This is an optimization exercise on Yosys and OpenROAD, whose aim is small area, not a production implementation.
At most, simulation tests tie the RTL to the original design; equivalence was not proved.
Power is estimated from default activity; no workload was simulated.

// cic32
module cic32
    (
        input i_clk_high,
        input i_reset,
        input [7:0] i_signal,
        output reg o_clk_low,
        output [9:0] o_signal
    );
Size in the first run: about 430 cells after synthesis, roughly 21 I/O pins, ~7100 µm² of cells after synthesis.
export LEC_CHECK = 0
export CAP_MARGIN = 20
export CORE_MARGIN = 2
export CORE_UTILIZATION = 40
export SETUP_SLACK_MARGIN = 0.0
export SLEW_MARGIN = 20
create_clock -name core_clock -period 2.6 [get_ports {i_clk_high}]
standard.sh (not shown) runs the stock make flow with config.mk's settings and CLKGATE_MAP_FILE= SYNTH_SCRIPT=/design/flow/synth_recipe.tcl, a recipe that flattens the netlist after the stock synthesis.
==> flow/flow/run.sh <==
#!/bin/bash
# The standard layout with three changes:
#  - after the standard synthesis, full adders that Yosys mapped with all
#    inputs and outputs inverted are flipped (fa is self-dual) so the inverters
#    cancel (flow/fa_polarity.py; registers are not touched);
#  - CTS adds no dummy loads and clusters up to 20 sinks per leaf buffer;
#  - ports are buffered with buf_1 instead of delay cells.
set -euo pipefail
export CTS_ARGS="-sink_clustering_enable -repair_clock_nets -dont_use_dummy_load -sink_clustering_size 20 -sink_clustering_max_diameter 80 -buf_list {sky130_fd_sc_hd__clkbuf_8}"
export BUFFER_PORTS_ARGS="-buffer_cell sky130_fd_sc_hd__buf_1"
bash standard.sh synth > synth.log 2>&1
R=orfs/results/sky130hd/cic32/base
cp $R/1_2_yosys.v standard_synth.v
python3 flow/fa_polarity.py standard_synth.v $R/1_2_yosys.v > fa_polarity.log 2>&1
rm -f $R/1_synth.odb $R/1_synth.sdc
bash standard.sh > layout.log 2>&1
Other scripts of this flow, unchanged in this note and not shown: flow/flow/fa_polarity.py
The first run completed without violations.
Next try:
--- a/flow/design.v
+++ b/flow/design.v
@@ -206,37 +206,42 @@
             r_int2[2:0] <= w_s2[2:0];
             r_c2_3 <= w_k2[2];
             r_int2[7:3] <= w_s2[7:3];
             r_c2_8 <= w_k2[7];
             r_int2[12:8] <= w_s2[12:8];
             r_c2_13 <= w_k2[12];
             r_int2[15:13] <= w_s2[15:13];
         end
     reg [45:0] r_xr;
-    wire w_clear = (r_counter >= 5'd1) && (r_counter <= 5'd18);
-    wire w_ld1 = (r_counter == 5'd0);
-    wire w_ld2 = (r_counter == 5'd1);
-    wire w_ld3 = (r_counter == 5'd2);
-    wire w_ld4 = (r_counter == 5'd3);
     always @(posedge i_clk_high) begin
         r_xr <= {r_xr[44:0], r_xr[45]};
-        r_xr[33] <= r_xr[32] & ~w_clear;
-        r_xr[4] <= r_xr[3] | (r_int2[15] & w_ld4);
-        r_xr[5] <= r_xr[4] | (r_int2[14] & w_ld4);
-        r_xr[6] <= r_xr[5] | (r_int2[12] & w_ld3) | (r_int2[13] & w_ld4);
-        r_xr[7] <= r_xr[6] | (r_int2[11] & w_ld3);
-        r_xr[8] <= r_xr[7] | (r_int2[10] & w_ld3);
-        r_xr[9] <= r_xr[8] | (r_int2[9] & w_ld3);
-        r_xr[10] <= r_xr[9] | (r_int2[7] & w_ld2) | (r_int2[8] & w_ld3);
-        r_xr[11] <= r_xr[10] | (r_int2[6] & w_ld2);
-        r_xr[12] <= r_xr[11] | (r_int2[5] & w_ld2);
-        r_xr[13] <= r_xr[12] | (r_int2[4] & w_ld2);
-        r_xr[14] <= r_xr[13] | (r_int2[2] & w_ld1) | (r_int2[3] & w_ld2);
+        if (r_counter == 5'd0) begin
+            r_xr[14] <= r_int2[2];
+        end
+        if (r_counter == 5'd1) begin
+            r_xr[14] <= r_int2[3];
+            r_xr[13] <= r_int2[4];
+            r_xr[12] <= r_int2[5];
+            r_xr[11] <= r_int2[6];
+            r_xr[10] <= r_int2[7];
+        end
+        if (r_counter == 5'd2) begin
+            r_xr[10] <= r_int2[8];
+            r_xr[9] <= r_int2[9];
+            r_xr[8] <= r_int2[10];
+            r_xr[7] <= r_int2[11];
+            r_xr[6] <= r_int2[12];
+        end
+        if (r_counter == 5'd3) begin
+            r_xr[6] <= r_int2[13];
+            r_xr[5] <= r_int2[14];
+            r_xr[4] <= r_int2[15];
+        end
     end
     wire w_old = (r_frames >= 3'd3);    
     wire w_p1  = (r_counter == 5'd1);
     wire w_p3  = (r_counter == 5'd3);
     wire w_p5  = (r_counter == 5'd5);
     reg  r_k1, r_k2, r_k3, r_s1, r_s2;
     wire a1 = r_xr[14];
     wire b1 = ~(r_xr[32] & w_old);
     wire c1 = w_p1 | r_k1;
The new run went through all stages and came out clean.
Setup slack is worse by 20 ps.
Die area goes up by 0.38%.
Utilization stays flat.
Total power goes down by 1.0%.
Critical path depth is unchanged.
Global-route usage goes down by 0.47 points.
Area after synthesis goes up by 0.39%.
Sequential power is about the same.
Routed wire length goes down by 5.6%.
Final cell count stays flat.
Clock power goes down by about 4%.
Cell area is about the same.
Via count goes down by 1.4%.
Register-to-register slack is worse by 20 ps.
For the first run of this note, only the layout was checked, not whether the RTL still works.

* * *

cic32, a different RTL version from the one above (not shown whole).
For scale: about 7100 µm² of cells after synthesis.
// cic32
module cic32
    (
        input i_clk_high,
        input i_reset,
        input [7:0] i_signal,
        output reg o_clk_low,
        output [9:0] o_signal
    );
export LEC_CHECK = 0
export CAP_MARGIN = 20
export CORE_MARGIN = 2
export CORE_UTILIZATION = 40
export SETUP_SLACK_MARGIN = 0.0
export SLEW_MARGIN = 20
create_clock -name core_clock -period 2.6 [get_ports {i_clk_high}]
Scripts as last shown in full above: flow/flow/run.sh
Other scripts of this flow, unchanged in this note and not shown: flow/flow/fa_polarity.py
Change:
--- a/flow/design.v
+++ b/flow/design.v
@@ -208,38 +208,33 @@
             r_int2[7:3] <= w_s2[7:3];
             r_c2_8 <= w_k2[7];
             r_int2[12:8] <= w_s2[12:8];
             r_c2_13 <= w_k2[12];
             r_int2[15:13] <= w_s2[15:13];
         end
     reg [45:0] r_xr;
+    wire w_clear = (r_counter >= 5'd1) && (r_counter <= 5'd18);
+    wire w_ld1 = (r_counter == 5'd0);
+    wire w_ld2 = (r_counter == 5'd1);
+    wire w_ld3 = (r_counter == 5'd2);
+    wire w_ld4 = (r_counter == 5'd3);
     always @(posedge i_clk_high) begin
         r_xr <= {r_xr[44:0], r_xr[45]};
-        if (r_counter == 5'd0) begin
-            r_xr[14] <= r_int2[2];
-        end
-        if (r_counter == 5'd1) begin
-            r_xr[14] <= r_int2[3];
-            r_xr[13] <= r_int2[4];
-            r_xr[12] <= r_int2[5];
-            r_xr[11] <= r_int2[6];
-            r_xr[10] <= r_int2[7];
-        end
-        if (r_counter == 5'd2) begin
-            r_xr[10] <= r_int2[8];
-            r_xr[9] <= r_int2[9];
-            r_xr[8] <= r_int2[10];
-            r_xr[7] <= r_int2[11];
-            r_xr[6] <= r_int2[12];
-        end
-        if (r_counter == 5'd3) begin
-            r_xr[6] <= r_int2[13];
-            r_xr[5] <= r_int2[14];
-            r_xr[4] <= r_int2[15];
-        end
+        r_xr[33] <= r_xr[32] & ~w_clear;
+        r_xr[4] <= r_xr[3] | (r_int2[15] & w_ld4);
+        r_xr[5] <= r_xr[4] | (r_int2[14] & w_ld4);
+        r_xr[6] <= r_xr[5] | (r_int2[12] & w_ld3) | (r_int2[13] & w_ld4);
+        r_xr[7] <= r_xr[6] | (r_int2[11] & w_ld3);
+        r_xr[8] <= r_xr[7] | (r_int2[10] & w_ld3);
+        r_xr[9] <= r_xr[8] | (r_int2[9] & w_ld3);
+        r_xr[10] <= r_xr[9] | (r_int2[7] & w_ld2) | (r_int2[8] & w_ld3);
+        r_xr[11] <= r_xr[10] | (r_int2[6] & w_ld2);
+        r_xr[12] <= r_xr[11] | (r_int2[5] & w_ld2);
+        r_xr[13] <= r_xr[12] | (r_int2[4] & w_ld2);
+        r_xr[14] <= r_xr[13] | (r_int2[2] & w_ld1) | (r_int2[3] & w_ld2);
     end
     wire w_old = (r_frames >= 3'd3);    
     wire w_p1  = (r_counter == 5'd1);
     wire w_p3  = (r_counter == 5'd3);
     wire w_p4  = (r_counter == 5'd4);
     reg  r_k1, r_k2, r_k3, r_s1;
     wire a1 = r_xr[14];
Outcome: The changed run passed the timing, design-rule and antenna checks; sequential power hardly moves; clock skew climbs by 0.032 ns; routed wire length climbs by 2.8%; cell count drops by 1.2%; non-clock buffer count climbs by 5; area after synthesis is about the same; global-route usage climbs by 0.32 points; flip-flop and latch count is unchanged.
No functional check of the RTL was part of any run of this note.

* * *

main:
Another version of the RTL of cic32 (not shown whole).
Size in the first run: ~610 cells after synthesis, about 230 flip-flops, ~21 I/O pins, ~7800 sq um of cells after synthesis.
==> module cic32, before the edit <==
module cic32
    (
        input i_clk_high,
        input i_reset,
        input [7:0] i_signal,
        output reg o_clk_low,
        output [9:0] o_signal
    );
    reg [4:0] r_counter;
    reg [2:0] r_frames;             
    wire      w_last = (r_counter == 5'd31);
    always @(posedge i_clk_high or posedge i_reset)
        if (i_reset) begin
            r_counter <= 5'd0;
            o_clk_low <= 1'b0;
            r_frames  <= 3'd0;
        end else begin
            r_counter <= r_counter + 5'd1;
            o_clk_low <= w_last;
            if (w_last && r_frames != 3'd5)
                r_frames <= r_frames + 3'd1;
        end
    reg [25:0] r_int0;
    reg [20:0] r_int1;
    reg [15:0] r_int2;
    always @(posedge i_clk_high or posedge i_reset)
        if (i_reset) begin
            r_int0 <= 26'd0;
            r_int1 <= 21'd0;
            r_int2 <= 16'd0;
        end else begin
            r_int0 <= r_int0 + {18'd0, i_signal};
            r_int1 <= r_int1 + r_int0[25:5];
            r_int2 <= r_int2 + r_int1[20:5];
        end
    reg [47:0] r_xr;
    integer i;
    always @(posedge i_clk_high) begin
        r_xr <= {r_xr[46:0], r_xr[47]};
        if (w_last)
            for (i = 0; i < 14; i = i + 1)
                r_xr[13 - i] <= r_int2[2 + i];
    end
    wire w_old = (r_frames >= 3'd3);    
    wire w_p1  = (r_counter == 5'd1);
    wire w_p2  = (r_counter == 5'd2);
    wire w_p3  = (r_counter == 5'd3);
    reg  r_k1, r_k2, r_k3;
    wire a1 = r_xr[14];
    wire b1 = ~(r_xr[30] & w_old);
    wire c1 = w_p1 | r_k1;
    wire s1 = a1 ^ b1 ^ c1;
    reg [63:0] r_cr;
    wire w_wr1 = (r_counter >= 5'd2) && (r_counter <= 5'd14);
    wire w_wr2 = (r_counter >= 5'd3) && (r_counter <= 5'd14);
    wire a2 = s1;
    wire b2 = ~(r_cr[63] & w_old);
    wire c2 = w_p2 | r_k2;
    wire s2 = a2 ^ b2 ^ c2;
    wire a3 = s2;
    wire b3 = ~(r_cr[15] & w_old);
    wire c3 = w_p3 | r_k3;
    wire s3 = a3 ^ b3 ^ c3;
    always @(posedge i_clk_high) begin
        r_k1 <= (a1 & b1) | (a1 & c1) | (b1 & c1);
        r_k2 <= (a2 & b2) | (a2 & c2) | (b2 & c2);
        r_k3 <= (a3 & b3) | (a3 & c3) | (b3 & c3);
        r_cr <= {r_cr[62:0], r_cr[63]};
        if (w_wr1) r_cr[0]  <= s1;
        if (w_wr2) r_cr[16] <= s2;
    end
    reg [41:0] r_or;
    wire w_wr3 = (r_counter >= 5'd5) && (r_counter <= 5'd14);
    always @(posedge i_clk_high) begin
        r_or <= {r_or[40:0], r_or[41]};
        if (w_wr3) r_or[0] <= s3;
    end
    wire w_valid = (r_frames == 3'd5);
    genvar g;
    generate
        for (g = 0; g < 10; g = g + 1) begin : g_out
            assign o_signal[g] = r_or[38 - g] & w_valid;
        end
    endgenerate
endmodule
make LEC_CHECK=0 CAP_MARGIN=20 CORE_MARGIN=2 CORE_UTILIZATION=40 SETUP_SLACK_MARGIN=0.3 SLEW_MARGIN=20 finish   # period 2.6 ns
run.sh (not shown) runs the stock make flow with config.mk's settings and CLKGATE_MAP_FILE= SYNTH_SCRIPT=/design/flow/synth_recipe.tcl, a recipe that flattens the netlist after the stock synthesis.
Stock flow here: none of the scripts above is used.
main had finished all stages when the layout checks came back failing, citing negative setup slack.
Relative to main, the following input files were edited for the feature branch:
==> flow/design.v <==
module cic32
    (
        input i_clk_high,
        input i_reset,
        input [7:0] i_signal,
        output reg o_clk_low,
        output [9:0] o_signal
    );
    reg [4:0] r_counter;
    reg [2:0] r_frames;             
    wire      w_last = (r_counter == 5'd31);
    always @(posedge i_clk_high or posedge i_reset)
        if (i_reset) begin
            r_counter <= 5'd0;
            o_clk_low <= 1'b0;
            r_frames  <= 3'd0;
        end else begin
            r_counter <= r_counter + 5'd1;
            o_clk_low <= w_last;
            if (w_last && r_frames != 3'd5)
                r_frames <= r_frames + 3'd1;
        end
    reg [25:0] r_int0;
    reg [20:0] r_int1;
    reg [15:0] r_int2;
    always @(posedge i_clk_high or posedge i_reset)
        if (i_reset) begin
            r_int0 <= 26'd0;
            r_int1 <= 21'd0;
            r_int2 <= 16'd0;
        end else begin
            r_int0 <= r_int0 + {18'd0, i_signal};
            r_int1 <= r_int1 + r_int0[25:5];
            r_int2 <= r_int2 + r_int1[20:5];
        end
    reg [47:0] r_xr;
    integer i;
    always @(posedge i_clk_high) begin
        r_xr <= {r_xr[46:0], r_xr[47]};
        if (w_last)
            for (i = 0; i < 14; i = i + 1)
                r_xr[13 - i] <= r_int2[2 + i];
    end
    wire w_old = (r_frames >= 3'd3);    
    wire w_p1  = (r_counter == 5'd1);
    wire w_p3  = (r_counter == 5'd3);
    wire w_p5  = (r_counter == 5'd5);
    reg  r_k1, r_k2, r_k3, r_s1, r_s2;
    wire a1 = r_xr[14];
    wire b1 = ~(r_xr[30] & w_old);
    wire c1 = w_p1 | r_k1;
    wire s1 = a1 ^ b1 ^ c1;
    reg [63:0] r_cr;
    wire w_wr1 = (r_counter >= 5'd3) && (r_counter <= 5'd15);
    wire w_wr2 = (r_counter >= 5'd5) && (r_counter <= 5'd16);
    wire a2 = r_s1;
    wire b2 = ~(r_cr[63] & w_old);
    wire c2 = w_p3 | r_k2;
    wire s2 = a2 ^ b2 ^ c2;
    wire a3 = r_s2;
    wire b3 = ~(r_cr[15] & w_old);
    wire c3 = w_p5 | r_k3;
    wire s3 = a3 ^ b3 ^ c3;
    always @(posedge i_clk_high) begin
        r_s1 <= s1;
        r_s2 <= s2;
        r_k1 <= (a1 & b1) | (a1 & c1) | (b1 & c1);
        r_k2 <= (a2 & b2) | (a2 & c2) | (b2 & c2);
        r_k3 <= (a3 & b3) | (a3 & c3) | (b3 & c3);
        r_cr <= {r_cr[62:0], r_cr[63]};
        if (w_wr1) r_cr[0]  <= r_s1;
        if (w_wr2) r_cr[16] <= r_s2;
    end
    reg [41:0] r_or;
    wire w_wr3 = (r_counter >= 5'd7) && (r_counter <= 5'd16);
    always @(posedge i_clk_high) begin
        r_or <= {r_or[40:0], r_or[41]};
        if (w_wr3) r_or[0] <= s3;
    end
    wire w_valid = (r_frames == 3'd5);
    genvar g;
    generate
        for (g = 0; g < 10; g = g + 1) begin : g_out
            assign o_signal[g] = r_or[36 - g] & w_valid;
        end
    endgenerate
endmodule
==> run notes <==
- main vs the feature branch, timing startpoint of the critical path: r_frames[1]$_DFFE_PP0P_ vs r_int0[5]$_DFF_PP0_
- In the flow results for the feature branch and main, the half-perimeter wire length of the detailed placement result is smaller on main.
- NOTE number of flip-flops and latches in the synthesized netlist main->the feature branch increased slightly
- The feature branch reached the final stage; the timing, design-rule and antenna checks on its layout passed.
- In the flow results for the feature branch and main, the final setup TNS is smaller on main.
- The capture point of the worst path comes out r_or[0]$_DFF_P_ in one run and r_int1[20]$_DFF_PP0_ in the other, namely in main and the feature branch respectively.
- Diff the feature branch and main: largest net degree at the start of global routing higher in main
- Re distinct cell type count of the synthesized netlist: the feature branch and main aren't equal, and the higher value belongs to the feature branch.
- Between the feature branch and main, it is the feature branch whose setup slack at placement is higher, by 150 ps.
- Summary of the feature branch over main: wire length of the first global-routing pass up 0.73%, synthesized cell count up 11, final sequential cell count up 2.
The RTL of main was laid out without a check of its function.

## separate check: timing with driven ports
The flow's constraints put no driver on any port. The routed layouts listed below were extracted and timed again, unchanged, in two steps. Step 1 sets driving cells, clkbuf_16 on the clock port and buf_2 on the other inputs (assumed; they add their load-dependent delay and slew). Step 2, shift: input delay + t, output delay - t, t = (earliest + latest rising clock arrival at the registers) / 2. This alone moves slack from input paths to output paths. a / b / c = no drivers / after step 1 / after step 2; a / b = the first two.
| run | t (ns) | setup slack, ns | hold WS [ns] | latest minus earliest clock arrival (ns) | pins driven straight from the clock port |
|---|---|---|---|---|---|
| the first run of note 1 | 0.514 | 0.064 / 0.064 / 0.064 | 0.003 / -0.014 / 0.317 | 0.048 / 0.049 | 1 |
| the second run of note 1 | 0.516 | 0.044 / 0.044 / 0.044 | 0.086 / 0.074 / 0.329 | 0.019 / 0.019 | 1 |
| the first run of note 2 | 0.514 | 0.071 / 0.071 / 0.071 | 0.094 / 0.077 / 0.319 | 0.024 / 0.024 | 1 |
| the second run of note 2 | 0.500 | 0.063 / 0.063 / 0.063 | 0.135 / 0.124 / 0.290 | 0.055 / 0.054 | 1 |
| main | 0.541 | -0.248 / -0.248 / -0.248 | 0.283 / 0.257 / 0.324 | 0.011 / 0.012 | 1 |
| the feature branch | 0.554 | 0.324 / 0.324 / -0.045 | 0.321 / 0.321 / 0.321 | 0.012 / 0.012 | 1 |
With both steps, setup timing fails in the feature branch, where it was met with ideal ports. The setup slack of the feature branch, which loses most, moves by 0.000 ns with the drivers and by -0.369 ns with both steps.
